This is an optimization exercise on Yosys and OpenROAD, whose aim is small area, not a production implementation. Function was checked by simulation only, so behaviour that the tests miss may differ from the original. Power figures rest on the tool's default switching activity, not on a simulated workload. No driver is modelled on the clock port, so clocking that relies on it looks cheaper here than on a real chip.

## flow/design.v (module list and top-level ports; edited modules follow where they fit)
// module IKAOPLL_srlatch: 14 lines
// module IKAOPLL_dlatch: 10 lines
// module IKAOPLL_sr: 26 lines
// module IKAOPLL_timinggen: 111 lines
// module IKAOPLL_reg: 310 lines
// module IKAOPLL_rw_synchronizer: 47 lines
// module IKAOPLL_d9reg: 21 lines
// module IKAOPLL_instrom: 226 lines
// module IKAOPLL_lfo: 72 lines
// module IKAOPLL_pg: 166 lines
// module IKAOPLL_eg: 315 lines
// module IKAOPLL_op: 182 lines
// module IKAOPLL_logsinrom: 42 lines
// module IKAOPLL_exprom: 42 lines
// module IKAOPLL_dac: 74 lines
// module IKAOPLL: 245 lines
// module opll_top: 49 lines
module opll_top (
    input   wire                i_CLK,
    input   wire                i_IC_n,
    input   wire                i_ALTPATCH_EN,
    input   wire                i_CS_n,
    input   wire                i_WR_n,
    input   wire                i_A0,
    input   wire        [7:0]   i_D,
    output  wire        [1:0]   o_D,
    output  wire                o_D_OE,
    output  wire                o_DAC_EN_MO,
    output  wire                o_DAC_EN_RO,
    output  wire                o_IMP_NOFLUC_SIGN,
    output  wire        [7:0]   o_IMP_NOFLUC_MAG,
    output  wire signed [9:0]   o_IMP_FLUC_SIGNED_MO,
    output  wire signed [9:0]   o_IMP_FLUC_SIGNED_RO,
    input   wire signed [4:0]   i_ACC_SIGNED_MOVOL,
    input   wire signed [4:0]   i_ACC_SIGNED_ROVOL,
    output  wire                o_ACC_SIGNED_STRB,
    output  wire signed [15:0]  o_ACC_SIGNED
);
  // ...
==> flow/flow/run.sh <==
#!/bin/bash
set -e
export BUFFER_PORTS_ARGS="-buffer_cell sky130_fd_sc_hd__buf_1"
export CTS_ARGS="-sink_clustering_enable -repair_clock_nets -sink_clustering_size 28 -sink_clustering_max_diameter 90 -dont_use_dummy_load"
bash standard.sh > standard.log 2>&1
==> flow/standard.sh <==
#!/bin/bash
# synth_recipe.tcl (not shown) runs the flow's synth.tcl, then flattens the netlist and writes it again
# the make line also repeats each setting of config.mk as NAME=value (left out here)
make -C /OpenROAD-flow-scripts/flow DESIGN_CONFIG=/design/flow/config.mk WORK_HOME=/design/flow/orfs CLKGATE_MAP_FILE= SYNTH_SCRIPT=/design/flow/synth_recipe.tcl "${@:-finish}"
==> flow/config.mk <==
export PLATFORM = sky130hd
export DESIGN_NAME = opll_top
export DESIGN_NICKNAME = opll_top
export VERILOG_FILES = /design/flow/design.v
export SDC_FILE = /design/flow/constraint.sdc
export NUM_CORES = 4
export LEC_CHECK = 0
export ABC_AREA = 1
export CAP_MARGIN = 20
export CORE_MARGIN = 2
export CORE_UTILIZATION = 50
export CTS_CLUSTER_DIAMETER = 90
export CTS_CLUSTER_SIZE = 28
export SLEW_MARGIN = 20
==> flow/constraint.sdc <==
create_clock -name core_clock -period 9.0 [get_ports {i_CLK}]
set_input_delay 1.8000 -clock core_clock [delete_from_list [all_inputs] [get_ports {i_CLK}]]
set_output_delay 1.8000 -clock core_clock [all_outputs]
set_load 0.01 [all_outputs]
==> flow_summary_export.csv, run 1 <==
group,metric,value,unit
status,outcome,"timing/DRC/antenna clean",
power_and_ir_drop,finalPower,23.85,mW
floorplan,ios,75,
worst_setup_path,path_max_fanout,8,
sta,fmax,0.1472,GHz
final_layout,final_util,53.59,%
final_layout,nonClockInverterCount,601,
sta,setup_viol,0,
grt,grt_util_met1,32.36,%
min_path,hold_class,"reg2reg",
sta,worst_slew_pin_slew,1.043,ns
clocking,cts.sinks,1491,
synth,synth_common_cells,"nand2_1 (1061), dfxtp_1 (1015), inv_1 (578)",
clocking,cts_root_buffer,"clkbuf_16",
clocking,clk_latency,0.68,ns
synth,synth_top_cell_by_area,"dfxtp_1",
clocking,cts_inserted_buffers,69,
final_layout,largest_reg_flops,366,
worst_setup_path,reg2reg_slack,2.21,ns
job,drv_cap,0,
power_and_ir_drop,peakVddDrop,0.0004897,V
sta,period_needed,6.795,ns
floorplan,start_util,50.27,%
clocking,cts_hold_buf,0,
final_layout,clkbuf_count,69,
synth,muxShareOfSynthArea,0.03614,%
grt,grt_pass1_wl,206400,µm
placement,portBuffers,74,
floorplan,coreArea,110200,µm²
final_layout,final-seq-area,34620,µm²
synth,yosysMostFrequentCell,"nand2_1",
final_layout,dominant_cells,"sequential cells",
power_and_ir_drop,intPower,14.09,mW
synth,synthesis.area,55400,µm²
sta,fin_ws,2.205,ns
synth,synthXorXnorAreaFrac,1.425,%
final_layout,final_area,59070,µm²
routing,drt_first_pass_iters,6,
power_and_ir_drop,power.density,403.8,nW/µm²
power_and_ir_drop,p_sw_share,40.93,%
==> run 2: changes to the inputs <==
==> flow/run.sh (new file) <==
#!/bin/bash
# synth_recipe.tcl (not shown) runs the flow's synth.tcl, then flattens the netlist and writes it again
# the make line also repeats each setting of config.mk as NAME=value (left out here)
make -C /OpenROAD-flow-scripts/flow DESIGN_CONFIG=/design/flow/config.mk WORK_HOME=/design/flow/orfs CLKGATE_MAP_FILE= SYNTH_SCRIPT=/design/flow/synth_recipe.tcl finish
--- a/flow/config.mk
+++ b/flow/config.mk
@@ -9,6 +9,6 @@
 export CAP_MARGIN = 20
 export CORE_MARGIN = 2
 export CORE_UTILIZATION = 50
-export CTS_CLUSTER_DIAMETER = 90
-export CTS_CLUSTER_SIZE = 28
+export CTS_CLUSTER_DIAMETER = 100
+export CTS_CLUSTER_SIZE = 24
 export SLEW_MARGIN = 20
removed: flow/flow/run.sh
removed: flow/standard.sh
==> run 2 against run 1 <==
Still clean on timing, DRC and antenna. Global-route usage up 0.60 points. Clock power up 14%. Worst setup slack worse by 0.084 ns. First-iteration DRC count down 1.9%. Flip-flop and latch count unchanged. Via count up 0.16%. Sequential share of layout area down 1.1 points. Core utilization up 0.99 points. Highest routed layer unchanged.
==> flow_summary_export.csv, run 2 <==
group,metric,value,unit
sta,slew_violations,0,
routing,vias,37410,
final_layout,reg_top3,"u_IKAOPLL.u_PG.cur_ser: 366 flops, u_IKAOPLL.u_REG.d9_ser: 216 flops, u_IKAOPLL.u_EG.att_ser: 142 flops",
sta,worst_slew_pin_slew,1.197,ns
placement,portBuffers,74,
clocking,cts_hold_buf,0,
grt,grt_max_degree,119,
sta,period_needed,6.879,ns
routing,finalWirelength,137900,µm
worst_setup_path,cp-end-kind,"flop",
synth,synth_nets,5708,
final_layout,final_common_cell,"nand2_1",
sta,rsz0062_at_grt,"no",
clocking,cts_inserted_buffers,75,
sta,final.setup.tns,0,ns
floorplan,dieArea,113500,µm²
final_layout,final_nets,5784,
clocking,ctsHtreeMaxLevel,3,
placement,dp_cells,6917,
worst_setup_path,path_max_fanout,8,
routing,ant_nets,0,
placement,dp.final_hpwl,102100,µm
grt,grt_pass1_wl,211100,µm
worst_setup_path,rr_worst_depth,32,
power_and_ir_drop,leakage,26.03,nW
sta,fin_skew,0.05127,ns
final_layout,finalNonFillerCells,7040,
min_path,worstHoldPathCells,0,
synth,ys_types,66,
synth,netlist_top_cells_area,"dfxtp_1 (37%), edfxtp_1 (26%), nand2_1 (7.2%)",
power_and_ir_drop,peakVddDrop,0.0004485,V
routing,drcViolationCount,0,
worst_setup_path,crit_required,9.59,ns
sta,setup_viol,0,
clocking,clk_latency,0.71,ns
synth,synth.top_cell.area_share,36.68,%
job,drv_cap,0,
synth,yosysMostFrequentCell,"nand2_1",
floorplan,coreArea,110200,µm²
floorplan,die_h,336.9,µm
synth,synthArstFlopShare,0,%
routing,drt_first_pass_iters,6,
worst_setup_path,cp-start-kind,"flop",
sta,fmax,0.1454,GHz
routing,via_per_inst,5.314,
clocking,cts_root_buffer,"clkbuf_16",
synth,ys_seq_area_share,62.48,%
grt,track_usage,24.32,%
final_layout,final_util,54.58,%
placement,place_ws,1.831,ns
synth,syn_inst,5430,
synth,yosys_most_used_dff,"dfxtp_1",
power_and_ir_drop,finalPower,24.49,mW
sta,fin_ws,2.121,ns
status,outcome,"timing/DRC/antenna clean",
floorplan,start_util,50.27,%
final_layout,drive_gt1_share,3.838,%
power_and_ir_drop,power.density,407.2,nW/µm²
clocking,postCtsSetupRepairBufs,0,
worst_setup_path,cp_slowest_cell,"fa_1",
clocking,clock_path_buffers,3,
floorplan,std_cell_rows,122,
clocking,ctsResizeCount,0,
sta,timing.final.crit_share,76.43,%
sta,finalHoldViolCount,0,
floorplan,fp.dieW,336.9,µm
placement,dpl_cell_area,57830,µm²
synth,syn_avg_cell_area,10.20,µm²
synth,ys_ff_latch,1491,
floorplan,ios,75,
min_path,hold_class,"reg2reg",
final_layout,fill_cells,9845,
sta,max_slew_margin,19.37,%
routing,avgRoutedWirePerCell,19.59,µm
clocking,cts_tree,"built",
placement,place.gp.congestion,0.9519,
routing,drt_iter0_markers,3305,
worst_setup_path,cp.arrival,7.47,ns
final_layout,largest_reg_flops,366,
worst_setup_path,slowest_delay,0.54,ns
final_layout,regMostFlops,"u_IKAOPLL.u_PG.cur_ser",
final_layout,syn_to_final_growth,8.580,%
final_layout,final_cell_mix,"nand2_1 (1060), dfxtp_1 (1014), inv_1 (577), edfxtp_1 (476), nor2_1 (439)",
synth,synth_common_cells,"nand2_1 (1061), dfxtp_1 (1015), inv_1 (578)",
grt,grt_pass1_vias,36040,
clocking,cts.clk_slew.worst_paths,0.10,ns
worst_setup_path,path_class,"reg2reg",
synth,synth_edf_count,476,
grt,gr-total-overflow,0,
synth,synth_top_cell_by_area,"dfxtp_1",
synth,ys_warn_count,24,
final_layout,final_area,60150,µm²
synth,synthesis.area,55400,µm²
clocking,cts.sinks,1491,
sta,worst_hold_slack,0.3118,ns
grt,grt_antenna_before_repair,1,
==> run 2: cell type report <==
| class | count | area [µm²] | share of cell area [%] |
|---|---|---|---|
| timing repair buffer | 118 | 1084 | 1.801 |
| antenna | 2 | 5.005 | 0.008320 |
| clock buffer | 106 | 2014 | 3.349 |
| multi-input combinational | 3219 | 18000 | 29.93 |
| clock inverter | 15 | 302.8 | 0.5034 |
| sequential | 1491 | 34620 | 57.55 |
| tap | 1488 | 1862 | 3.095 |
| inverter | 601 | 2266 | 3.767 |
==> run 2: worst max-delay path: cells and delay by family, from the launching register on <==
kind,cells,cell delay [ns]
xor+xnor,1,0.12
buf+inv,5,0.49
compound gates,7,1.25
simple gates,11,1.21
flops,1,0.43
fa+ha+maj,8,3.29
==> run 2: metal layers <==
| layer | part of all wire [%] | GRT usage [%] | vias up | wire length [µm] |
|---|---|---|---|---|
| met4 | 4.5 | 10.34 | 0 | 6203 |
| met1 | 44 | 32.59 | 17730 | 61070 |
| met5 | 0 | 0 | - | 0 |
| li1 | - | - | 18200 | - |
| met2 | 46 | 39.93 | 1162 | 63810 |
| met3 | 5.0 | 2.991 | 317 | 6847 |
==> run 2: final timing paths <==
check	startpoint	to	slack, ns
worst max register to register	u_IKAOPLL.u_LFO.pm_cntr[2]	u_IKAOPLL.u_PG.cur_ser[4]	2.12
worst max-delay path	u_IKAOPLL.u_LFO.pm_cntr[2]	u_IKAOPLL.u_PG.cur_ser[4]	2.12
worst min register to register	u_IKAOPLL.u_EG.att_ser[0]	u_IKAOPLL.u_EG.att_ser[2]	0.31
worst min-delay path	u_IKAOPLL.u_EG.att_ser[0]	u_IKAOPLL.u_EG.att_ser[2]	0.31
==> run 2: kinds of logic (layout without fill, tap and decap cells) <==
| kind of cell | Yosys count | after routing | share of synthesized area, % |
|---|---|---|---|
| simple gates | 2143 | 2143 | 16.58 |
| flops | 1491 | 1491 | 62.48 |
| compound gates | 732 | 732 | 7.636 |
| buf+inv | 720 | 840 | 5.084 |
| fa+ha+maj | 254 | 254 | 6.753 |
| xor+xnor | 88 | 88 | 1.425 |
| mux | 2 | 2 | 0.03614 |
| other cells | 0 | 2 | 0 |
==> run 2: power breakdown <==
part	total, mW	internal [mW]	switching [mW]
combinational	10.9	3.79	7.09
clock	3.77	1.63	2.14
sequential	9.84	9.05	0.794
total	24.5	14.5	10.0
==> run 3: changes to the inputs <==
==> flow/flow/run.sh (new file) <==
#!/bin/bash
set -e
export BUFFER_PORTS_ARGS="-buffer_cell sky130_fd_sc_hd__buf_1"
export CTS_ARGS="-sink_clustering_enable -repair_clock_nets -sink_clustering_size 24 -sink_clustering_max_diameter 100 -dont_use_dummy_load"
bash standard.sh > standard.log 2>&1
==> flow/standard.sh (new file) <==
#!/bin/bash
# synth_recipe.tcl (not shown) runs the flow's synth.tcl, then flattens the netlist and writes it again
# the make line also repeats each setting of config.mk as NAME=value (left out here)
make -C /OpenROAD-flow-scripts/flow DESIGN_CONFIG=/design/flow/config.mk WORK_HOME=/design/flow/orfs CLKGATE_MAP_FILE= SYNTH_SCRIPT=/design/flow/synth_recipe.tcl "${@:-finish}"
removed: flow/run.sh
==> run 3 against run 2 <==
Still clean. Flip-flop and latch count unchanged. Critical path depth up 3. Synthesized cell count unchanged. First-iteration DRC count up 0.12%. Hold slack worse by 0.010 ns. Highest routed layer unchanged.
==> flow_summary_export.csv, run 3 <==
group,metric,value,unit
sta,setup_viol,0,
routing,finalWirelength,134700,µm
grt,track_usage,23.68,%
grt,grt_antenna_before_repair,0,
sta,max_slew_margin,30.27,%
floorplan,die_h,336.9,µm
synth,synth.top_cell.area_share,36.68,%
floorplan,coreArea,110200,µm²
worst_setup_path,path_max_fanout,8,
synth,syn_inst,5430,
synth,synth_adder_area_share,6.753,%
worst_setup_path,path_class,"reg2reg",
clocking,ctsResizeCount,0,
clocking,clk_latency,0.69,ns
synth,synth_common_cells,"nand2_1 (1061), dfxtp_1 (1015), inv_1 (578)",
synth,synth_top_family_by_area,"simple AND/OR/NAND/NOR gates",
final_layout,largest_reg_flops,366,
sta,finalHoldViolCount,0,
job,drv_cap,0,
worst_setup_path,cp.arrival,7.33,ns
routing,drt_iter0_markers,3309,
clocking,clock_path_buffers,3,
power_and_ir_drop,power.density,405.3,nW/µm²
synth,synthXorXnorAreaFrac,1.425,%
synth,muxShareOfSynthArea,0.03614,%
routing,via_per_inst,5.348,
routing,drt_first_pass_iters,6,
placement,portBuffers,74,
final_layout,syn_to_final_growth,6.936,%
final_layout,antenna-diode-count,0,
synth,synth_top_cell_by_area,"dfxtp_1",
grt,grt_pass1_vias,35590,
final_layout,regMostFlops,"u_IKAOPLL.u_PG.cur_ser",
floorplan,start_util,50.27,%
clocking,cts_hold_buf,0,
clocking,cts_root_buffer,"clkbuf_16",
power_and_ir_drop,peakVddDrop,0.0004955,V
grt,grt_max_degree,135,
worst_setup_path,cp-end-kind,"flop",
routing,ant_nets,0,
placement,dp_cells,6915,
final_layout,final_nets,5783,
synth,synthArstFlopShare,0,%
status,outcome,"timing/DRC/antenna clean",
synth,ys_ff_latch,1491,
worst_setup_path,critical_path.most_common_cell,"nand2_1",
clocking,postCtsSetupRepairBufs,0,
synth,yosys_most_used_dff,"dfxtp_1",
sta,fin_skew,0.1128,ns
final_layout,drive_gt1_share,3.562,%
final_layout,finalNonFillerCells,6991,
worst_setup_path,cp-start-kind,"flop",
synth,yosys.area_share.simple,16.58,%
floorplan,std_cell_rows,122,
grt,grt_pass1_wl,206000,µm
clocking,ctsHtreeMaxLevel,3,
synth,synth_nets,5708,
power_and_ir_drop,finalPower,24.01,mW
floorplan,dieArea,113500,µm²
floorplan,fp.dieW,336.9,µm
floorplan,ios,75,
synth,synthesis.area,55400,µm²
final_layout,final_common_cell,"nand2_1",
routing,vias,37390,
routing,avgRoutedWirePerCell,19.26,µm
grt,gr-total-overflow,0,
synth,ys_types,66,
final_layout,reg_top3,"u_IKAOPLL.u_PG.cur_ser: 366 flops, u_IKAOPLL.u_REG.d9_ser: 216 flops, u_IKAOPLL.u_EG.att_ser: 142 flops",
clocking,cts.clk_slew.worst_paths,0.09,ns
synth,ys_warn_count,24,
routing,drcViolationCount,0,
synth,netlist_top_cells_area,"dfxtp_1 (37%), edfxtp_1 (26%), nand2_1 (7.2%)",
clocking,cts.sinks,1491,
sta,final.setup.tns,0,ns
worst_setup_path,cp_slowest_cell,"fa_1",
min_path,hold_class,"reg2reg",
synth,syn_avg_cell_area,10.20,µm²
power_and_ir_drop,leakage,25.64,nW
clocking,cts_inserted_buffers,76,
sta,rsz0062_at_grt,"no",
clocking,cts_tree,"built",
worst_setup_path,crit_required,9.57,ns
synth,yosysMostFrequentCell,"nand2_1",
sta,fmax,0.1479,GHz
sta,slew_violations,0,
sta,timing.final.crit_share,75.13,%
placement,dp.final_hpwl,99120,µm
final_layout,final_cell_mix,"nand2_1 (1060), dfxtp_1 (1014), inv_1 (577), edfxtp_1 (476), nor2_1 (439)",
sta,period_needed,6.762,ns
synth,synth_compound_area_share,7.636,%
synth,synth_edf_count,476,
placement,place.gp.congestion,0.9767,
sta,worst_slew_pin_slew,1.039,ns
worst_setup_path,slowest_delay,0.54,ns
synth,ys_seq_area_share,62.48,%
run 3: cell counts after synthesis:
Identical to the previous run, type by type.
run 3: worst paths after layout:
check | slack (ns) | end | cells after the start | start
hold reg to reg | 0.30 | u_IKAOPLL.u_OP.op_z_ser[21] | 0 | u_IKAOPLL.u_OP.op_z_ser[18]
setup reg to reg | 2.24 | u_IKAOPLL.u_PG.cur_ser[4] | 35 | u_IKAOPLL.u_LFO.pm_cntr[2]
hold / removal | 0.30 | u_IKAOPLL.u_OP.op_z_ser[21] | 0 | u_IKAOPLL.u_OP.op_z_ser[18]
setup / recovery | 2.24 | u_IKAOPLL.u_PG.cur_ser[4] | 35 | u_IKAOPLL.u_LFO.pm_cntr[2]
run 3: stage by stage:
stage               hold slack [ns]  cell area [µm²]  setup slack (ns)  utilization (%)
finish                       0.3013            59240             2.238            53.75
floorplan                    0.3096            55400            0.9745                -
global placement             0.3095            57340             2.138            52.02
CTS                          0.2981            59240             2.198            53.75
detailed placement           0.3121            57340             2.132            52.02
global route                 0.3028            59240             1.733            53.75
run 3: layer usage:
metal | part of all wire [%] | vias to the layer above | track usage, %
li1 | - | 18170 | -
met1 | 45 | 17670 | 32.35
met2 | 46 | 1260 | 38.50
met3 | 5.2 | 291 | 2.657
met4 | 4.1 | 0 | 9.802
met5 | 0 | - | 0
run 3: logic make-up (layout without fill, tap and decap cells):
kind of cell | after synthesis | count (layout)
compound gates | 732 | 732
buf+inv | 720 | 793
fa+ha+maj | 254 | 254
simple gates | 2143 | 2143
xor+xnor | 88 | 88
mux | 2 | 2
flops | 1491 | 1491
run 3: worst max-delay path, delay by kind of cell, from the launching register on:
family / cells / cell delay (ns)
fa+ha+maj: 8 / 3.25
compound gates: 7 / 1.18
simple gates: 13 / 1.13
buf+inv: 6 / 0.53
flops: 1 / 0.42
xor+xnor: 1 / 0.14
run 3: final cells by class:
class | count | area [µm²]
timing repair buffer | 116 | 593.1
multi-input combinational | 3219 | 18000
sequential | 1491 | 34620
tap | 1488 | 1862
fill | 9971 | 50970
clock buffer | 76 | 1902
inverter | 601 | 2266
run 3: report_power, final:
part | total [mW] | internal (mW) | switching [mW]
clock | 3.45 | 1.51 | 1.94
sequential | 9.80 | 9.05 | 0.754
combinational | 10.8 | 3.66 | 7.09
==> run 4: changes to the inputs <==
==> flow/flow/run.sh (replaced) <==
#!/bin/bash
set -e
export BUFFER_PORTS_ARGS="-buffer_cell sky130_fd_sc_hd__buf_1"
export CTS_ARGS="-sink_clustering_enable -repair_clock_nets -sink_clustering_size 32 -sink_clustering_max_diameter 100 -dont_use_dummy_load"
bash standard.sh > standard.log 2>&1
--- a/flow/config.mk
+++ b/flow/config.mk
@@ -8,7 +8,8 @@
 export ABC_AREA = 1
 export CAP_MARGIN = 20
 export CORE_MARGIN = 2
-export CORE_UTILIZATION = 50
+export CORE_UTILIZATION = 60
 export CTS_CLUSTER_DIAMETER = 100
-export CTS_CLUSTER_SIZE = 24
+export CTS_CLUSTER_SIZE = 32
+export PLACE_DENSITY = 0.72
 export SLEW_MARGIN = 20
==> run 4 against run 3 <==
Die area down 16%. Combinational power about the same. Via count up 1.5%. Power down 2.0%. Clock power down 15%. Largest power group unchanged.
==> flow_summary_export.csv, run 4 <==
group,metric,value,unit
synth,synthesis.area,55400,µm²
clocking,cts_tree,"built",
clocking,clock_path_buffers,3,
job,drv_cap,0,
clocking,cts_inserted_buffers,55,
clocking,clk_latency,0.71,ns
worst_setup_path,path_class,"reg2reg",
synth,synth_nets,5708,
synth,ys_types,66,
worst_setup_path,critical_path.most_common_cell,"nand2_1",
grt,grt_pass1_vias,36480,
clocking,ctsResizeCount,0,
routing,via_per_inst,5.698,
grt,grt_pass1_wl,207900,µm
worst_setup_path,rr_worst_depth,35,
sta,rsz0062_at_grt,"no",
sta,worst_slew_pin_slew,1.098,ns
worst_setup_path,path_max_fanout,8,
final_layout,drive_gt1_share,3.051,%
power_and_ir_drop,switchingPower,9.724,mW
grt,gr-total-overflow,0,
final_layout,syn_to_final_growth,5.197,%
clocking,cts.sinks,1491,
sta,fmax,0.1473,GHz
grt,track_usage,28.48,%
routing,avgRoutedWirePerCell,20.33,µm
sta,fin_ws,2.211,ns
synth,ys_warn_count,24,
synth,syn_inst,5430,
final_layout,final_nets,5754,
worst_setup_path,cp-start-kind,"flop",
worst_setup_path,slowest_delay,0.54,ns
final_layout,antenna-diode-count,0,
power_and_ir_drop,peakVddDrop,0.0005576,V
floorplan,die_h,307.9,µm
floorplan,std_cell_rows,111,
routing,drt_iter0_markers,3807,
sta,setup_viol,0,
sta,worst_hold_slack,0.2682,ns
worst_setup_path,timing.rr.start,"u_IKAOPLL.u_LFO.pm_cntr[2]",
clocking,cts_root_buffer,"clkbuf_16",
placement,place_ws,2.123,ns
min_path,holdCritStartpoint,"u_IKAOPLL.u_PG.cur_ser[116]",
synth,synthArstFlopShare,0,%
worst_setup_path,r2r-end,"u_IKAOPLL.u_PG.cur_ser[4]",
grt,grt_antenna_before_repair,2,
synth,yosys_most_used_dff,"dfxtp_1",
clocking,cts_hold_buf,0,
synth,synth.top_cell.area_share,36.68,%
final_layout,regMostFlops,"u_IKAOPLL.u_PG.cur_ser",
sta,slew_violations,0,
placement,dp.final_hpwl,98790,µm
clocking,ctsHtreeMaxLevel,2,
routing,finalWirelength,135400,µm
power_and_ir_drop,power.density,403.7,nW/µm²
final_layout,reg_top3,"u_IKAOPLL.u_PG.cur_ser: 366 flops, u_IKAOPLL.u_REG.d9_ser: 216 flops, u_IKAOPLL.u_EG.att_ser: 142 flops",
sta,max_slew_margin,26.33,%
worst_setup_path,cp.arrival,7.36,ns
sta,final.setup.tns,0,ns
min_path,hold_end,"u_IKAOPLL.u_PG.cur_ser[121]",
synth,ys_seq_area_share,62.48,%
worst_setup_path,crit_required,9.57,ns
min_path,hold_class,"reg2reg",
worst_setup_path,cp-end-kind,"flop",
final_layout,final_cell_mix,"nand2_1 (1060), dfxtp_1 (1014), inv_1 (577), edfxtp_1 (476), nor2_1 (440)",
power_and_ir_drop,intPower,13.80,mW
power_and_ir_drop,p_sw_share,41.33,%
final_layout,final_common_cell,"nand2_1",
worst_setup_path,reg2reg_slack,2.21,ns
placement,dpl_cell_area,56900,µm²
status,outcome,"timing/DRC/antenna clean",
synth,synth_edf_count,476,
synth,yosysMostFrequentCell,"nand2_1",
clocking,cts.clk_slew.worst_paths,0.11,ns
floorplan,coreArea,91520,µm²
power_and_ir_drop,clockPowerShare,12.5,%
sta,fin_skew,0.1065,ns
sta,finalHoldViolCount,0,
worst_setup_path,cp_slowest_cell,"fa_1",
synth,syn_avg_cell_area,10.20,µm²
routing,ant_nets,0,
power_and_ir_drop,share_seq_of_total_power,42.0,%
placement,place.gp.congestion,1.041,
floorplan,start_util,60.53,%
power_and_ir_drop,leakage,25.34,nW
clocking,postCtsSetupRepairBufs,0,
synth,synth_top_cell_by_area,"dfxtp_1",
final_layout,final_area,58280,µm²
power_and_ir_drop,combPwrFrac,45.5,%
sta,timing.final.crit_share,75.43,%
placement,portBuffers,74,
final_layout,largest_reg_flops,366,
min_path,worstHoldPathCells,0,
floorplan,ios,75,
routing,vias,37950,
grt,grt_max_degree,116,
floorplan,dieArea,94780,µm²
sta,period_needed,6.789,ns
routing,drt_first_pass_iters,8,
synth,netlist_top_cells_area,"dfxtp_1 (37%), edfxtp_1 (26%), nand2_1 (7.2%)",
synth,synth_common_cells,"nand2_1 (1061), dfxtp_1 (1015), inv_1 (578)",
routing,drcViolationCount,0,
synth,ys_ff_latch,1491,
floorplan,fp.dieW,307.9,µm
==> run 4: cell counts after synthesis <==
No cell type changed its count.
==> run 4: kinds of logic after synthesis <==
kind of cell	share of synthesized area (%)
xor+xnor	1.425
buf+inv	5.084
simple gates	16.58
mux	0.03614
compound gates	7.636
fa+ha+maj	6.753
flops	62.48
==> run 4: critical path: cells and delay by family, from the launching register on <==
kind,cells,cell delay [ns]
buf+inv,6,0.57
simple gates,13,1.14
flops,1,0.43
compound gates,7,1.16
fa+ha+maj,8,3.24
xor+xnor,1,0.13
==> run 4: per-stage QoR <==
| stage | std cells | util [%] | power, mW |
|---|---|---|---|
| after floorplan | 5430 | - | 17.52 |
| after global placement | 6605 | 62.17 | 20.40 |
| after detailed placement | 6605 | 62.17 | 20.51 |
| after CTS | 6660 | 63.67 | 23.53 |
| after global routing | 6660 | 63.67 | 25.45 |
| final | 6660 | 63.67 | 23.53 |
==> run 4: area by class of cell <==
class | count | area, µm²
repair buffers | 108 | 533.0
fillers | 7230 | 33250
flip-flops and latches | 1491 | 34610
multi-input cells | 3219 | 18000
clock buffers | 55 | 1376
inverters | 601 | 2266
well taps | 1186 | 1484
==> run 4: power by group through the flow <==
stage	Combinational (mW)	Sequential, mW	Clock [mW]
3_5_place_dp	10.5	10.0	0
3_3_place_gp	10.4	9.95	0
4_1_cts	10.6	9.90	3.03
2_1_floorplan	7.90	9.62	0
5_1_grt	12.2	10.0	3.22
6_report	10.7	9.89	2.94
==> run 4: worst max-delay path by stage <==
stage,slack [ns],endpoint,startpoint
3_3_place_gp,2.19,u_IKAOPLL.u_DAC.dac_acc[15],i_ACC_SIGNED_MOVOL[4]
2_1_floorplan,0.97,u_IKAOPLL.u_PG.noise_lfsr[11],u_IKAOPLL.u_TIMINGGEN.phisr[3]
3_5_place_dp,2.12,u_IKAOPLL.u_DAC.dac_acc[15],i_ACC_SIGNED_MOVOL[4]
5_1_grt,1.64,u_IKAOPLL.u_PG.cur_ser[4],u_IKAOPLL.u_LFO.pm_cntr[2]
4_1_cts,2.20,u_IKAOPLL.u_PG.cur_ser[4],u_IKAOPLL.u_LFO.pm_cntr[2]
6_report,2.21,u_IKAOPLL.u_PG.cur_ser[4],u_IKAOPLL.u_LFO.pm_cntr[2]
==> run 4: per-layer routing <==
metal	share of wire, %	track usage [%]	vias to the layer above
met1	42	38.72	18000
met5	0.0096	0	-
met4	4.1	10.83	2
met2	47	47.12	1522
li1	-	-	18110
met3	6.9	3.305	308
==> module IKAOPLL_reg, before the edit <==
module IKAOPLL_reg #(parameter FULLY_SYNCHRONOUS = 1, parameter ALTPATCH_CONFIG_MODE = 0, parameter INSTROM_STYLE = 0) (
    input   wire            i_EMUCLK,  
    input   wire    [3:0]   i_DSEL,  
    input   wire            i_START_ATTACK,
    output  wire            o_START_ATTACK_DLY13,
    input   wire            i_phiM_PCEN_n,
    input   wire            i_RST_n,
    input   wire            i_phi1_PCEN_n,  
    input   wire            i_phi1_NCEN_n,  
    input   wire            i_CS_n,
    input   wire            i_WR_n,
    input   wire            i_A0,
    input   wire    [7:0]   i_D,
    output  wire    [1:0]   o_D,
    output  wire            o_D_OE,
    input   wire            i_ALTPATCH_EN,
    input   wire            i_CYCLE_00, i_CYCLE_12, i_CYCLE_21, i_CYCLE_D3_ZZ, i_CYCLE_D4_ZZ, i_MnC_SEL,
    output  wire    [3:0]   o_TEST,
    output  wire            o_RHYTHM_EN,
    output  wire    [8:0]   o_FNUM,
    output  wire    [2:0]   o_BLOCK,
    output  reg             o_KON,
    output  wire            o_SUSEN,
    output  reg     [5:0]   o_TL,
    output  reg             o_DC, o_DM,
    output  reg     [2:0]   o_FB,
    output  reg             o_AM, o_PM, o_ETYP, o_KSR,
    output  reg     [3:0]   o_MUL,
    output  reg     [1:0]   o_KSL,
    output  wire    [3:0]   o_AR, o_DR, o_RR,
    output  reg     [3:0]   o_SL,
    output  wire            o_EG_ENVCNTR_TEST_DATA,
    input   wire    [9:0]   i_REG_TEST_PHASE,
    input   wire    [6:0]   i_REG_TEST_ATTNLV,
    input   wire    [8:0]   i_REG_TEST_SNDDATA
);
wire            emuclk = i_EMUCLK;
wire            phiMpcen_n = i_phiM_PCEN_n;
wire            phi1pcen_n = i_phi1_PCEN_n;
wire            phi1ncen_n = i_phi1_NCEN_n;
assign  o_D_OE = |{i_CS_n, ~i_WR_n, i_A0, ~i_RST_n};
wire            addrreg_wrrq, datareg_wrrq;
IKAOPLL_rw_synchronizer #(.FULLY_SYNCHRONOUS(FULLY_SYNCHRONOUS)) u_sync_addrreg(
    .i_EMUCLK(emuclk), .i_phiM_PCEN_n(phiMpcen_n), .i_phi1_PCEN_n(phi1pcen_n), .i_phi1_NCEN_n(phi1ncen_n),
    .i_RST_n(i_RST_n), .i_IN(~|{i_CS_n, i_WR_n, i_A0}), .o_OUT(addrreg_wrrq)
);
IKAOPLL_rw_synchronizer #(.FULLY_SYNCHRONOUS(FULLY_SYNCHRONOUS)) u_sync_datareg(
    .i_EMUCLK(emuclk), .i_phiM_PCEN_n(phiMpcen_n), .i_phi1_PCEN_n(phi1pcen_n), .i_phi1_NCEN_n(phi1ncen_n),
    .i_RST_n(i_RST_n), .i_IN(~|{i_CS_n, i_WR_n, ~i_A0}), .o_OUT(datareg_wrrq)
);
wire    [7:0]   dbus_inlatch;
assign  o_EG_ENVCNTR_TEST_DATA = dbus_inlatch[2];
generate
if(FULLY_SYNCHRONOUS == 0) begin : FULLY_SYNCHRONOUS_0_inlatch
wire    [7:0]   dbus_inlatch_temp;
IKAOPLL_dlatch #(.WIDTH(8)) u_dbus_inlatch_temp (
    .i_EN(~|{i_CS_n, i_WR_n, ~i_RST_n}), .i_D(i_D), .o_Q(dbus_inlatch_temp)
);
assign  dbus_inlatch = dbus_inlatch_temp;
end
else begin : FULLY_SYNCHRONOUS_1_inlatch
reg     [7:0]   din_syncchain[0:1];
reg     [1:0]   cs_n_syncchain, wr_n_syncchain;
reg     [7:0]   dbus_inlatch_temp;
wire            cs_n = cs_n_syncchain[1];
wire            wr_n = wr_n_syncchain[1];
wire    [7:0]   din = din_syncchain[1];
always @(posedge emuclk) begin
    din_syncchain[0] <= i_D;
    din_syncchain[1] <= din_syncchain[0];
    cs_n_syncchain[0] <= i_CS_n;
    cs_n_syncchain[1] <= cs_n_syncchain[0];
    wr_n_syncchain[0] <= i_WR_n;
    wr_n_syncchain[1] <= wr_n_syncchain[0];
    if(~|{cs_n, wr_n}) dbus_inlatch_temp <= din;
end
assign  dbus_inlatch = dbus_inlatch_temp;
end
endgenerate
reg     [7:0]   d1reg_addr;
always @(posedge emuclk) if(!phi1ncen_n) if(addrreg_wrrq) d1reg_addr <= dbus_inlatch;
reg     [1:0]   am_reg, pm_reg, etyp_reg, ksr_reg;
reg     [3:0]   mul_reg[0:1];
reg     [1:0]   ksl_reg[0:1];
reg     [3:0]   ar_reg[0:1];
reg     [3:0]   dr_reg[0:1];
reg     [3:0]   sl_reg[0:1];
reg     [3:0]   rr_reg[0:1];
reg     [5:0]   tl_reg;
reg             dc_reg, dm_reg;
reg     [2:0]   fb_reg;
reg     [3:0]   test_reg;
reg     [5:0]   rhythm_reg;
reg             altpatch_en_reg;
assign  o_TEST = test_reg;
assign  o_RHYTHM_EN = rhythm_reg[5];
wire            d1_we = ~phi1ncen_n & datareg_wrrq;
wire    [7:0]   d1_wd = i_RST_n ? dbus_inlatch : 8'h00;
wire    [9:0]   d1_en;
assign  d1_en[0] = ~i_RST_n | (d1_we & d1reg_addr == 8'h0);
assign  d1_en[1] = ~i_RST_n | (d1_we & d1reg_addr == 8'h1);
assign  d1_en[2] = ~i_RST_n | (d1_we & d1reg_addr == 8'h2);
assign  d1_en[3] = ~i_RST_n | (d1_we & d1reg_addr == 8'h3);
assign  d1_en[4] = ~i_RST_n | (d1_we & d1reg_addr == 8'h4);
assign  d1_en[5] = ~i_RST_n | (d1_we & d1reg_addr == 8'h5);
assign  d1_en[6] = ~i_RST_n | (d1_we & d1reg_addr == 8'h6);
assign  d1_en[7] = ~i_RST_n | (d1_we & d1reg_addr == 8'h7);
assign  d1_en[8] = ~i_RST_n | (d1_we & d1reg_addr == 8'hE);
assign  d1_en[9] = ~i_RST_n | (d1_we & d1reg_addr == 8'hF);
always @(posedge emuclk) begin
    if(d1_en[0]) {am_reg[0], pm_reg[0], etyp_reg[0], ksr_reg[0], mul_reg[0]} <= d1_wd;
    if(d1_en[1]) {am_reg[1], pm_reg[1], etyp_reg[1], ksr_reg[1], mul_reg[1]} <= d1_wd;
    if(d1_en[2]) {ksl_reg[0], tl_reg} <= d1_wd;
    if(d1_en[3]) {ksl_reg[1], dc_reg, dm_reg, fb_reg} <= {d1_wd[7:6], d1_wd[4:0]};
    if(d1_en[4]) {ar_reg[0], dr_reg[0]} <= d1_wd;
    if(d1_en[5]) {ar_reg[1], dr_reg[1]} <= d1_wd;
    if(d1_en[6]) {sl_reg[0], rr_reg[0]} <= d1_wd;
    if(d1_en[7]) {sl_reg[1], rr_reg[1]} <= d1_wd;
    if(d1_en[8]) rhythm_reg <= d1_wd[5:0];
    if(d1_en[9]) test_reg <= d1_wd[3:0];
end
reg     [5:0]   d9reg_addr;
always @(posedge emuclk) if(!phi1ncen_n) if(addrreg_wrrq && dbus_inlatch[7:6] == 2'b00) d9reg_addr <= dbus_inlatch[5:0];
reg             d9reg_en;
always @(posedge emuclk) begin
    if(!i_RST_n) d9reg_en <= 1'b0;
    else begin if(!phi1ncen_n) begin
        if(addrreg_wrrq) d9reg_en <= dbus_inlatch[7:6] == 2'b00;
    end end
end
reg     [7:0]   d9reg_data;
always @(posedge emuclk) begin
    if(!i_RST_n) d9reg_data <= 8'h00;
    else begin if(!phi1ncen_n) begin
        if(d9reg_en && datareg_wrrq) d9reg_data <= dbus_inlatch;
    end end
end
reg     [4:0]   d9reg_addrcntr;
always @(posedge emuclk) if(!phi1ncen_n) begin
    if(i_CYCLE_21) d9reg_addrcntr <= 5'd0;
    else d9reg_addrcntr <= d9reg_addrcntr + 5'd1;
end
reg             d9reg_wrdata_queued_n;  
wire            trace_d9reg_addrcntr = ~|{~i_RST_n, addrreg_wrrq, d9reg_wrdata_queued_n};
always @(posedge emuclk) if(!phi1ncen_n) begin
    d9reg_wrdata_queued_n <= ~(trace_d9reg_addrcntr | (d9reg_en && datareg_wrrq));
end
wire            d9reg_addr_match = ~d9reg_addrcntr[4] & (d9reg_addrcntr[3:0] == d9reg_addr[3:0]) & trace_d9reg_addrcntr;
wire            reg10_18_en = ((d9reg_addr[5:4] == 2'b01) & d9reg_addr_match) | ~i_RST_n;
wire            reg20_28_en = ((d9reg_addr[5:4] == 2'b10) & d9reg_addr_match) | ~i_RST_n;
wire            reg30_38_en = ((d9reg_addr[5:4] == 2'b11) & d9reg_addr_match) | ~i_RST_n;
reg     [215:0] d9_ser;
wire    [5:0]   d9_ser_last = d9_ser[215:210];
assign  o_START_ATTACK_DLY13 = d9_ser[19*6+5];
wire    [23:0]  d9_wdata = i_RST_n ? {d9_ser_last[4], i_START_ATTACK, d9reg_data[7:4], d9reg_data[3:0], d9reg_data[5], d9reg_data[4], d9reg_data[3:1], d9reg_data[0], d9reg_data[7:0]} : 24'd0;
wire    [23:0]  d9_wen   = {2'b11, {8{reg30_38_en}}, {6{reg20_28_en}}, {8{reg10_18_en}}};
wire    [5:0]   d9_wdata_dig = ({6{i_DSEL[0]}} & d9_wdata[5:0])   | ({6{i_DSEL[1]}} & d9_wdata[11:6]) |
                               ({6{i_DSEL[2]}} & d9_wdata[17:12]) | ({6{i_DSEL[3]}} & d9_wdata[23:18]);
wire    [5:0]   d9_wen_dig   = ({6{i_DSEL[0]}} & d9_wen[5:0])     | ({6{i_DSEL[1]}} & d9_wen[11:6]) |
                               ({6{i_DSEL[2]}} & d9_wen[17:12])   | ({6{i_DSEL[3]}} & d9_wen[23:18]);
always @(posedge emuclk) d9_ser <= {d9_ser[209:0], i_RST_n ? ((d9_wen_dig & d9_wdata_dig) | (~d9_wen_dig & d9_ser_last)) : 6'd0};
wire    [23:0]  d9_n_tap2 = {d9_ser[7*6+:6],  d9_ser[8*6+:6],  d9_ser[9*6+:6],  d9_ser[10*6+:6]};
wire    [23:0]  d9_n_tap5 = {d9_ser[19*6+:6], d9_ser[20*6+:6], d9_ser[21*6+:6], d9_ser[22*6+:6]};
wire    [23:0]  d9_n_tap8 = {d9_ser[31*6+:6], d9_ser[32*6+:6], d9_ser[33*6+:6], d9_ser[34*6+:6]};
wire    [23:0]  d9_p_tap2 = {d9_ser[5*6+:6],  d9_ser[6*6+:6],  d9_ser[7*6+:6],  d9_ser[8*6+:6]};
wire    [23:0]  d9_p_tap5 = {d9_ser[17*6+:6], d9_ser[18*6+:6], d9_ser[19*6+:6], d9_ser[20*6+:6]};
wire    [23:0]  d9_p_tap8 = {d9_ser[29*6+:6], d9_ser[30*6+:6], d9_ser[31*6+:6], d9_ser[32*6+:6]};
reg     [23:0]  d9_n_q, d9_p_q;
always @(*) begin
    case({i_CYCLE_D4_ZZ, i_CYCLE_D3_ZZ})
        2'd0: begin d9_n_q = d9_n_tap2; d9_p_q = d9_p_tap2; end
        2'd1: begin d9_n_q = d9_n_tap5; d9_p_q = d9_p_tap5; end
        2'd2: begin d9_n_q = d9_n_tap8; d9_p_q = d9_p_tap8; end
        2'd3: begin d9_n_q = 24'd0;     d9_p_q = 24'd0;     end
    endcase
end
wire            kon_reg;         
wire            kon_reg_p;       
wire    [3:0]   vol_reg, inst_reg;   
assign  o_FNUM[7:0] = d9_n_q[7:0];
assign  o_FNUM[8]   = d9_n_q[8];
assign  o_BLOCK     = d9_n_q[11:9];
assign  kon_reg     = d9_n_q[12];
assign  o_SUSEN     = d9_n_q[13];
assign  kon_reg_p   = d9_p_q[12];
assign  vol_reg     = d9_p_q[17:14];
assign  inst_reg    = d9_p_q[21:18];
reg             cyc13;
always @(posedge i_EMUCLK) if(!phi1ncen_n) cyc13 <= i_CYCLE_12;
wire            perc_proc_d = rhythm_reg[5] & cyc13;
reg     [4:0]   perc_proc;
always @(posedge i_EMUCLK) if(!phi1ncen_n) begin
    perc_proc[0] <= perc_proc_d;
    perc_proc[4:1] <= perc_proc[3:0];
end
wire            am_rom, pm_rom, etyp_rom, ksr_rom;
wire    [3:0]   mul_rom;
wire    [1:0]   ksl_rom;
wire    [3:0]   ar_rom;
wire    [3:0]   dr_rom;
wire    [3:0]   sl_rom;
wire    [3:0]   rr_rom;
wire    [5:0]   tl_rom;
wire            dc_rom, dm_rom;
wire    [2:0]   fb_rom;
IKAOPLL_instrom #(INSTROM_STYLE) u_instrom (
    .i_EMUCLK                   (emuclk                     ),
    .i_phi1_PCEN_n              (phi1pcen_n                 ),
    .i_ALTPATCH_EN              (ALTPATCH_CONFIG_MODE ? altpatch_en_reg : i_ALTPATCH_EN),
    .i_INST_ADDR                (inst_reg                   ),
    .i_BD0_SEL(perc_proc_d), .i_HH_SEL(perc_proc[0]), .i_TT_SEL(perc_proc[1]), .i_BD1_SEL(perc_proc[2]), .i_SD_SEL(perc_proc[3]), .i_TC_SEL(perc_proc[4]), 
    .i_MnC_SEL(i_MnC_SEL),
    .o_TL_ROM(tl_rom), .o_DC_ROM(dc_rom), .o_DM_ROM(dm_rom), .o_FB_ROM(fb_rom),
    .o_AM_ROM(am_rom), .o_PM_ROM(pm_rom), .o_ETYP_ROM(etyp_rom), .o_KSR_ROM(ksr_rom),
    .o_MUL_ROM(mul_rom), .o_KSL_ROM(ksl_rom),
    .o_AR_ROM(ar_rom), .o_DR_ROM(dr_rom), .o_SL_ROM(sl_rom), .o_RR_ROM(rr_rom)
);
always @(*) begin
    o_KON = (rhythm_reg[4] & perc_proc_d) |
            (rhythm_reg[0] & perc_proc[0]) |
            (rhythm_reg[2] & perc_proc[1]) |
            (rhythm_reg[4] & perc_proc[2]) |
            (rhythm_reg[3] & perc_proc[3]) | 
            (rhythm_reg[1] & perc_proc[4]) | 
            kon_reg;
end
wire            kon_p = (rhythm_reg[4] & perc_proc_d) |
                        (rhythm_reg[0] & perc_proc[0]) |
                        (rhythm_reg[2] & perc_proc[1]) |
                        (rhythm_reg[4] & perc_proc[2]) |
                        (rhythm_reg[3] & perc_proc[3]) | 
                        (rhythm_reg[1] & perc_proc[4]) | 
                        kon_reg_p;
wire            cust_inst_sel = ~|{perc_proc_d, perc_proc[0], perc_proc[1], perc_proc[2], perc_proc[3], perc_proc[4]} & inst_reg == 4'h0;
reg             m_nc_sel_z, cust_inst_sel_z;
always @(posedge i_EMUCLK) if(!phi1pcen_n) begin  
    m_nc_sel_z <= i_MnC_SEL;
    cust_inst_sel_z <= cust_inst_sel;
end
wire            reg_mod_oe = cust_inst_sel_z &  m_nc_sel_z;  
wire            reg_car_oe = cust_inst_sel_z & ~m_nc_sel_z;  
wire            fdbk_reg_oe = cust_inst_sel_z;  
wire            vol_latch_oe = ~m_nc_sel_z;  
reg             inst_latch_oe;
always @(posedge i_EMUCLK) if(!phi1pcen_n) inst_latch_oe <= perc_proc[0] | perc_proc[1];
wire            rom_general_oe = ~cust_inst_sel_z;
wire            tl_rom_oe = ~|{inst_latch_oe, reg_mod_oe, vol_latch_oe};
reg     [3:0]   vol_reg_latch, inst_reg_latch;
always @(posedge i_EMUCLK) if(!phi1pcen_n) vol_reg_latch <= vol_reg;
always @(posedge i_EMUCLK) if(!phi1pcen_n) inst_reg_latch <= inst_reg;
reg             kon_z;
always @(posedge i_EMUCLK) if(!phi1pcen_n) begin
    kon_z <= kon_p;
end
wire            force_egparam_zero = ~inst_latch_oe & m_nc_sel_z & ~kon_z;
reg     [3:0]   ar_muxed, dr_muxed, rr_muxed;
assign  o_AR = force_egparam_zero ? 4'd0 : ar_muxed;
assign  o_DR = force_egparam_zero ? 4'd0 : dr_muxed;
assign  o_RR = force_egparam_zero ? 4'd0 : rr_muxed;
always @(*) begin
    case({tl_rom_oe, reg_mod_oe, vol_latch_oe, inst_latch_oe})
        4'b1000: o_TL = tl_rom;
        4'b0100: o_TL = tl_reg;
        4'b0010: o_TL = {vol_reg_latch, 2'b00};
        4'b0001: o_TL = {inst_reg_latch, 2'b00};
        default: o_TL = {6{1'b0}};
    endcase
    case({rom_general_oe, fdbk_reg_oe})
        2'b10:   begin o_DC = dc_rom; o_DM = dm_rom; o_FB = fb_rom; end
        2'b01:   begin o_DC = dc_reg; o_DM = dm_reg; o_FB = fb_reg; end
        default: begin o_DC = 1'b0; o_DM = 1'b0; o_FB = {3{1'b0}}; end
    endcase
    case({rom_general_oe, reg_mod_oe, reg_car_oe})
        3'b100: begin
            o_AM = am_rom; o_PM = pm_rom; o_ETYP = etyp_rom; o_KSR = ksr_rom;
            o_MUL = mul_rom;
            o_KSL = ksl_rom;
            ar_muxed = ar_rom; dr_muxed = dr_rom; rr_muxed = rr_rom; o_SL = sl_rom; 
        end
        3'b010: begin
            o_AM = am_reg[0]; o_PM = pm_reg[0]; o_ETYP = etyp_reg[0]; o_KSR = ksr_reg[0];
            o_MUL = mul_reg[0];
            o_KSL = ksl_reg[0];
            ar_muxed = ar_reg[0]; dr_muxed = dr_reg[0]; rr_muxed = rr_reg[0]; o_SL = sl_reg[0]; 
        end
        3'b001: begin
            o_AM = am_reg[1]; o_PM = pm_reg[1]; o_ETYP = etyp_reg[1]; o_KSR = ksr_reg[1];
            o_MUL = mul_reg[1];
            o_KSL = ksl_reg[1];
            ar_muxed = ar_reg[1]; dr_muxed = dr_reg[1]; rr_muxed = rr_reg[1]; o_SL = sl_reg[1]; 
        end
        default: begin
            o_AM = 1'b0; o_PM = 1'b0; o_ETYP = 1'b0; o_KSR = 1'b0;
            o_MUL = {4{1'b0}};
            o_KSL = {2{1'b0}};
            ar_muxed = {4{1'b0}}; dr_muxed = {4{1'b0}}; rr_muxed = {4{1'b0}}; o_SL = {4{1'b0}}; 
        end
    endcase
end
reg     [16:0]  d0_testreg;
reg     [8:0]   d1_testreg;
assign  o_D[0] = d0_testreg[0];
assign  o_D[1] = d1_testreg[8];
always @(posedge emuclk) if(!phi1ncen_n) begin
    if(i_CYCLE_00) d0_testreg <= {i_REG_TEST_ATTNLV, i_REG_TEST_PHASE};
    else d0_testreg <= d0_testreg >> 1;
    if(i_CYCLE_00) d1_testreg <= i_REG_TEST_SNDDATA;
    else d1_testreg <= d1_testreg << 1;
end
endmodule
==> module IKAOPLL_dac, before the edit <==
module IKAOPLL_dac (
    input   wire            i_EMUCLK,  
    input   wire            i_RST_n,
    input   wire            i_phi1_NCEN_n,  
    input   wire            i_DAC_EN, i_CYCLE_00, i_MO_CTRL, i_RO_CTRL, i_INHIBIT_FDBK,
    input   wire            i_RHYTHM_EN,
    output  wire    [8:0]   o_REG_TEST_SNDDATA,
    input   wire    [8:0]   i_DAC_OPDATA,
    output  wire                o_DAC_EN_MO,
    output  wire                o_DAC_EN_RO,
    output  wire                o_IMP_NOFLUC_SIGN,
    output  wire        [7:0]   o_IMP_NOFLUC_MAG,
    output  wire signed [9:0]   o_IMP_FLUC_SIGNED_MO,    
    output  wire signed [9:0]   o_IMP_FLUC_SIGNED_RO,
    input   wire signed [4:0]   i_ACC_SIGNED_MOVOL,
    input   wire signed [4:0]   i_ACC_SIGNED_ROVOL,
    output  reg                 o_ACC_SIGNED_STRB,
    output  reg  signed [15:0]  o_ACC_SIGNED
);
wire            emuclk = i_EMUCLK;
wire            phi1ncen_n = i_phi1_NCEN_n;
wire            perc_sr_shift_n = ~(~i_RHYTHM_EN | i_RO_CTRL) & i_RST_n;
wire    [8:0]   perc_sr_q;
wire    [8:0]   perc_sr_d = i_INHIBIT_FDBK ? ((i_RHYTHM_EN & i_RST_n) ? perc_sr_q : 9'd0) : i_DAC_OPDATA;
IKAOPLL_sr #(.WIDTH(9), .LENGTH(5)) u_percussion_sr
(.i_EMUCLK(emuclk), .i_CEN_n(phi1ncen_n | perc_sr_shift_n), .i_D(perc_sr_d), .o_Q_LAST(perc_sr_q),
 .o_Q_TAP0(), .o_Q_TAP1(), .o_Q_TAP2());
reg     [8:0]   snddata_signmag;
assign  o_REG_TEST_SNDDATA = snddata_signmag;
always @(posedge emuclk) if(!phi1ncen_n) begin
    snddata_signmag[8] <= perc_sr_d[8];
    snddata_signmag[7:0] <= perc_sr_d[8] ? ~perc_sr_d[7:0] : perc_sr_d[7:0];
end
reg             mo_ctrl_z, ro_ctrl_z;
wire            fm_dac_en = mo_ctrl_z & i_DAC_EN;
wire            perc_dac_en = ro_ctrl_z & i_DAC_EN;
assign  o_DAC_EN_MO = fm_dac_en;
assign  o_DAC_EN_RO = perc_dac_en;
always @(posedge emuclk) if(!phi1ncen_n) begin
    mo_ctrl_z <= i_MO_CTRL;
    ro_ctrl_z <= i_RO_CTRL;
end
assign  o_IMP_NOFLUC_SIGN = snddata_signmag[8];
assign  o_IMP_NOFLUC_MAG = snddata_signmag[7:0];
wire signed [9:0]   dac_out = snddata_signmag[8] ? {2'b11, ~snddata_signmag[7:0]}: {2'b00, snddata_signmag[7:0]} + 10'b1;
wire signed [9:0]   dac_zlv = snddata_signmag[8] ? 10'h3FF : 10'h1;  
assign  o_IMP_FLUC_SIGNED_MO = fm_dac_en   ? dac_out : dac_zlv;
assign  o_IMP_FLUC_SIGNED_RO = perc_dac_en ? dac_out : dac_zlv;
reg         [2:0]   cyc0_dly;
reg                 dac_acc_en;
reg signed  [16:0]  dac_acc;
wire signed [4:0]   acc_vol = ro_ctrl_z ? i_ACC_SIGNED_ROVOL : i_ACC_SIGNED_MOVOL;
always @(posedge emuclk) if(!phi1ncen_n) begin
    cyc0_dly[0] <= i_CYCLE_00;
    cyc0_dly[2:1] <= cyc0_dly[1:0];
    dac_acc_en <= ~i_INHIBIT_FDBK;
    if(cyc0_dly[2]) begin
        dac_acc <= 17'sd0;
             if(dac_acc >  17'sd32767) o_ACC_SIGNED <= 16'sd32767;
        else if(dac_acc < -17'sd32768) o_ACC_SIGNED <= -16'sd32768;
        else o_ACC_SIGNED <= dac_acc[15:0];
    end
    else begin if(dac_acc_en) begin
        dac_acc <= dac_acc + ($signed(snddata_signmag[8] ? {1'b1, ~snddata_signmag[7:0]} : {1'b0, snddata_signmag[7:0]}) * acc_vol);
    end end
end
reg     [4:0]   dac_acc_outcyc;
always @(posedge emuclk) if(!phi1ncen_n) begin
    if(cyc0_dly[2]) dac_acc_outcyc <= 5'd0;
    else dac_acc_outcyc <= dac_acc_outcyc + 5'd1;
    if(dac_acc_outcyc == 5'd1) o_ACC_SIGNED_STRB <= 1'b1;
    else if(dac_acc_outcyc == 5'd10) o_ACC_SIGNED_STRB <= 1'b0;
end
endmodule
==> run 5: changes to the inputs <==
--- a/flow/design.v
+++ b/flow/design.v
@@ -238,8 +238,13 @@
 assign  dbus_inlatch = dbus_inlatch_temp;
 end
 endgenerate
-reg     [7:0]   d1reg_addr;
-always @(posedge emuclk) if(!phi1ncen_n) if(addrreg_wrrq) d1reg_addr <= dbus_inlatch;
+reg             d1reg_addr_hit;
+reg     [3:0]   d1reg_addr_lo;
+always @(posedge emuclk) if(!phi1ncen_n) if(addrreg_wrrq) begin
+    d1reg_addr_hit <= (dbus_inlatch[7:4] == 4'h0) & (~dbus_inlatch[3] | (dbus_inlatch[2] & dbus_inlatch[1]));
+    d1reg_addr_lo <= dbus_inlatch[3:0];
+end
+wire    [8:0]   d1reg_addr = {~d1reg_addr_hit, 4'h0, d1reg_addr_lo};
 reg     [1:0]   am_reg, pm_reg, etyp_reg, ksr_reg;
 reg     [3:0]   mul_reg[0:1];
 reg     [1:0]   ksl_reg[0:1];
@@ -258,16 +263,16 @@
 wire            d1_we = ~phi1ncen_n & datareg_wrrq;
 wire    [7:0]   d1_wd = i_RST_n ? dbus_inlatch : 8'h00;
 wire    [9:0]   d1_en;
-assign  d1_en[0] = ~i_RST_n | (d1_we & d1reg_addr == 8'h0);
-assign  d1_en[1] = ~i_RST_n | (d1_we & d1reg_addr == 8'h1);
-assign  d1_en[2] = ~i_RST_n | (d1_we & d1reg_addr == 8'h2);
-assign  d1_en[3] = ~i_RST_n | (d1_we & d1reg_addr == 8'h3);
-assign  d1_en[4] = ~i_RST_n | (d1_we & d1reg_addr == 8'h4);
-assign  d1_en[5] = ~i_RST_n | (d1_we & d1reg_addr == 8'h5);
-assign  d1_en[6] = ~i_RST_n | (d1_we & d1reg_addr == 8'h6);
-assign  d1_en[7] = ~i_RST_n | (d1_we & d1reg_addr == 8'h7);
-assign  d1_en[8] = ~i_RST_n | (d1_we & d1reg_addr == 8'hE);
-assign  d1_en[9] = ~i_RST_n | (d1_we & d1reg_addr == 8'hF);
+assign  d1_en[0] = ~i_RST_n | (d1_we & d1reg_addr == 9'h0);
+assign  d1_en[1] = ~i_RST_n | (d1_we & d1reg_addr == 9'h1);
+assign  d1_en[2] = ~i_RST_n | (d1_we & d1reg_addr == 9'h2);
+assign  d1_en[3] = ~i_RST_n | (d1_we & d1reg_addr == 9'h3);
+assign  d1_en[4] = ~i_RST_n | (d1_we & d1reg_addr == 9'h4);
+assign  d1_en[5] = ~i_RST_n | (d1_we & d1reg_addr == 9'h5);
+assign  d1_en[6] = ~i_RST_n | (d1_we & d1reg_addr == 9'h6);
+assign  d1_en[7] = ~i_RST_n | (d1_we & d1reg_addr == 9'h7);
+assign  d1_en[8] = ~i_RST_n | (d1_we & d1reg_addr == 9'hE);
+assign  d1_en[9] = ~i_RST_n | (d1_we & d1reg_addr == 9'hF);
 always @(posedge emuclk) begin
     if(d1_en[0]) {am_reg[0], pm_reg[0], etyp_reg[0], ksr_reg[0], mul_reg[0]} <= d1_wd;
     if(d1_en[1]) {am_reg[1], pm_reg[1], etyp_reg[1], ksr_reg[1], mul_reg[1]} <= d1_wd;
@@ -1640,8 +1645,8 @@
     dac_acc_en <= ~i_INHIBIT_FDBK;
     if(cyc0_dly[2]) begin
         dac_acc <= 17'sd0;
-             if(dac_acc >  17'sd32767) o_ACC_SIGNED <= 16'sd32767;
-        else if(dac_acc < -17'sd32768) o_ACC_SIGNED <= -16'sd32768;
+             if(dac_acc[16:15] == 2'b01) o_ACC_SIGNED <= 16'sd32767;   
+        else if(dac_acc[16:15] == 2'b10) o_ACC_SIGNED <= -16'sd32768;  
         else o_ACC_SIGNED <= dac_acc[15:0];
     end
     else begin if(dac_acc_en) begin
==> run 5 against run 4 <==
Flip-flop and latch count is 3 lower. Critical endpoint unchanged. Die area is 0.38% lower. Power decreased by 0.31%. Largest cell class unchanged. Global-route usage down 0.81 points. Non-clock buffer count up 6. Sequential share of layout area shrank 0.054 points. Register-to-register slack about the same. Final cell count decreased by 0.20%. Largest power group unchanged.
==> flow_summary_export.csv, run 5 <==
group,metric,value,unit
final_layout,final_nets,5741,
worst_setup_path,cp.arrival,7.38,ns
clocking,cts.clk_slew.worst_paths,0.11,ns
floorplan,die_h,307.3,µm
power_and_ir_drop,p_sw_share,41.20,%
grt,grt_pass1_wl,203500,µm
floorplan,ios,75,
power_and_ir_drop,intPower,13.79,mW
power_and_ir_drop,switchingPower,9.663,mW
final_layout,final_area,58180,µm²
clocking,ctsResizeCount,0,
sta,worst_slew_pin_slew,1.014,ns
grt,grt_pass1_vias,36080,
power_and_ir_drop,power.density,403.1,nW/µm²
synth,ys_seq_area_share,62.56,%
worst_setup_path,rr_worst_depth,33,
power_and_ir_drop,finalPower,23.45,mW
synth,yosysMostFrequentCell,"dfxtp_1",
clocking,cts.sinks,1488,
worst_setup_path,cp-end-kind,"flop",
floorplan,fp.dieW,307.3,µm
floorplan,start_util,60.39,%
worst_setup_path,r2r-end,"u_IKAOPLL.u_PG.cur_ser[4]",
synth,ys_warn_count,24,
synth,synthArstFlopShare,0,%
clocking,ctsHtreeMaxLevel,2,
final_layout,regMostFlops,"u_IKAOPLL.u_PG.cur_ser",
sta,finalHoldViolCount,0,
floorplan,dieArea,94420,µm²
floorplan,coreArea,91390,µm²
synth,synth_top_cell_by_area,"dfxtp_1",
min_path,hold_end,"u_IKAOPLL.u_PG.cur_ser[230]",
clocking,cts_root_buffer,"clkbuf_16",
final_layout,final_util,63.66,%
worst_setup_path,reg2reg_slack,2.21,ns
clocking,cts_tree,"built",
job,drv_cap,0,
placement,dp_cells,6590,
grt,grt_antenna_before_repair,0,
clocking,postCtsSetupRepairBufs,0,
synth,synth_top_family_by_area,"simple AND/OR/NAND/NOR gates",
synth,synth.top_cell.area_share,36.82,%
placement,place.gp.congestion,1.030,
sta,timing.final.crit_share,75.43,%
routing,avgRoutedWirePerCell,19.66,µm
placement,dpl_cell_area,56750,µm²
worst_setup_path,path_class,"reg2reg",
final_layout,largest_reg_flops,366,
routing,drcViolationCount,0,
routing,drt_first_pass_iters,9,
worst_setup_path,path_max_fanout,9,
routing,vias,37570,
clocking,clock_path_buffers,3,
synth,netlist_top_cells_area,"dfxtp_1 (37%), edfxtp_1 (26%), nand2_1 (6.9%)",
synth,synthXorXnorAreaFrac,1.397,%
min_path,hold_class,"reg2reg",
sta,period_needed,6.788,ns
routing,ant_nets,0,
synth,synth_nets,5690,
synth,ys_types,62,
floorplan,std_cell_rows,111,
sta,fin_ws,2.212,ns
routing,drt_iter0_markers,3676,
sta,slew_violations,0,
synth,synth_edf_count,473,
placement,place_ws,2.280,ns
synth,synthesis.area,55190,µm²
sta,rsz0062_at_grt,"no",
worst_setup_path,cp_slowest_cell,"a221oi_1",
power_and_ir_drop,combPwrFrac,45.8,%
placement,dp.final_hpwl,94750,µm
worst_setup_path,timing.rr.start,"u_IKAOPLL.u_LFO.pm_cntr[2]",
worst_setup_path,cp-startpoint,"u_IKAOPLL.u_LFO.pm_cntr[2]",
clocking,cts_inserted_buffers,55,
sta,final.setup.tns,0,ns
final_layout,antenna-diode-count,0,
power_and_ir_drop,peakVddDrop,0.0004922,V
grt,track_usage,27.67,%
synth,synth_adder_area_share,6.779,%
synth,muxShareOfSynthArea,0.01814,%
grt,grt_max_degree,111,
synth,syn_inst,5412,
grt,gr-total-overflow,0,
power_and_ir_drop,leakage,25.26,nW
worst_setup_path,crit_required,9.59,ns
placement,portBuffers,74,
clocking,cts_hold_buf,0,
synth,synth_common_cells,"dfxtp_1 (1015), nand2_1 (1010), inv_1 (605)",
power_and_ir_drop,clockPowerShare,12.5,%
synth,ys_ff_latch,1488,
worst_setup_path,critical_path.most_common_cell,"nand2_1",
min_path,holdCritStartpoint,"u_IKAOPLL.u_PG.cur_ser[225]",
clocking,clk_latency,0.72,ns
final_layout,final_common_cell,"dfxtp_1",
final_layout,reg_top3,"u_IKAOPLL.u_PG.cur_ser: 366 flops, u_IKAOPLL.u_REG.d9_ser: 216 flops, u_IKAOPLL.u_EG.att_ser: 142 flops",
routing,via_per_inst,5.653,
final_layout,syn_to_final_growth,5.421,%
synth,syn_avg_cell_area,10.20,µm²
final_layout,finalNonFillerCells,6647,
sta,fin_skew,0.1347,ns
sta,fmax,0.1473,GHz
synth,yosys_most_used_dff,"dfxtp_1",
power_and_ir_drop,share_seq_of_total_power,41.7,%
status,outcome,"timing/DRC/antenna clean",
final_layout,final_cell_mix,"dfxtp_1 (1014), nand2_1 (1009), inv_1 (604), edfxtp_1 (473), nor2_1 (441)",
synth,yosys.area_share.simple,16.03,%
worst_setup_path,slowest_delay,0.56,ns
sta,worst_hold_slack,0.2659,ns
min_path,worstHoldPathCells,0,
final_layout,fill_cells,7278,
sta,setup_viol,0,
final_layout,drive_gt1_share,3.076,%
worst_setup_path,cp-start-kind,"flop",
sta,max_slew_margin,31.77,%
synth,synth_compound_area_share,8.017,%
routing,finalWirelength,130700,µm
[run 5: cell count changes in the layout (fill, tap and decap cells not counted), moves of 7 or more]
cell	previous run	this run
inv_1	577	604
nand2_1	1060	1009
nand3_1	373	362
nor3_1	78	71
o2111ai_1	11	20
o211ai_1	34	43
o21ai_0	274	285
o21ai_1	6	13
[run 5: cell families after synthesis]
| group | Yosys count |
|---|---|
| adders and majority gates | 254 |
| and+or+nand+nor | 2071 |
| muxes | 1 |
| xor gates and xnor gates | 88 |
| buffers and inverters | 748 |
| DFF | 1488 |
| AOI/OAI and AO/OA | 762 |
[run 5: power groups by stage]
stage | clock [mW] | sequential [mW] | combinational, mW
detailed placement | 0 | 9.89 | 10.5
global route | 3.22 | 9.93 | 12.3
CTS | 3.01 | 9.80 | 10.6
global placement | 0 | 9.86 | 10.5
floorplan | 0 | 9.55 | 7.94
finish | 2.93 | 9.78 | 10.7
[run 5: routing by layer]
metal	part of all wire, %	global-route usage, %	up-vias
met4	3.9	10.20	0
met1	43	37.96	17750
met2	46	44.84	1460
met3	6.9	4.102	292
met5	0	0	-
li1	-	-	18080
[run 5: layout make-up]
| class | instances | area, µm² | share of cell area, % |
|---|---|---|---|
| sequential | 1488 | 34520 | 59.34 |
| multi-input combinational | 3176 | 17820 | 30.63 |
| inverter | 628 | 2365 | 4.065 |
| tap | 1186 | 1484 | 2.551 |
| clock buffer | 55 | 1376 | 2.366 |
| timing repair buffer | 114 | 610.6 | 1.050 |
[run 5: how the worst max path moves through the flow]
stage | slack [ns] | end
detailed placement | 2.28 | u_IKAOPLL.u_DAC.dac_acc[16]
floorplan | 0.60 | u_IKAOPLL.u_LFO.prescaler[0]
global placement | 2.40 | u_IKAOPLL.u_PG.cur_ser[4]
finish | 2.21 | u_IKAOPLL.u_PG.cur_ser[4]
global route | 1.58 | u_IKAOPLL.u_PG.mul_carry[3]
CTS | 2.29 | u_IKAOPLL.u_PG.cur_ser[4]
[run 5: worst max-delay path: cells and delay by family (launching register included)]
kind | cells | cell delay [ns]
adder cells (fa/ha/maj) | 7 | 2.98
AND/OR/NAND/NOR | 17 | 1.74
AO/OA/AOI/OAI | 4 | 0.99
flip-flops | 1 | 0.42
buffers and inverters | 4 | 0.39
XOR/XNOR | 1 | 0.13

[afterwards: timing with drivers on the ports]
In the flow no input, the clock included, has a driving cell. The finished layouts below were timed again as built, in two steps. Step 1, drivers: a clkbuf_16 drives i_CLK and a buf_2 each remaining input, both assumed. Step 2, shift: input delay + t, output delay - t, t = (earliest + latest rising clock arrival at the registers) / 2. This alone moves slack from input paths to output paths. Three values: ideal ports, drivers, drivers and shift; two values: the first two.
run	t (ns)	setup slack, ns	clock arrival spread, ns
run 1	0.715	2.205 / 2.205 / 2.026	0.105 / 0.106
run 2	0.761	2.121 / 2.121 / 1.777	0.054 / 0.054
run 3	0.721	2.238 / 2.238 / 2.057	0.121 / 0.121
run 4	0.727	2.211 / 2.211 / 2.083	0.108 / 0.108
run 5	0.725	2.212 / 2.212 / 2.212	0.139 / 0.139
After both steps every run listed still meets setup and hold. The setup slack of run 2, which loses most, moves by 0.000 ns with the drivers and by -0.344 ns with both steps.
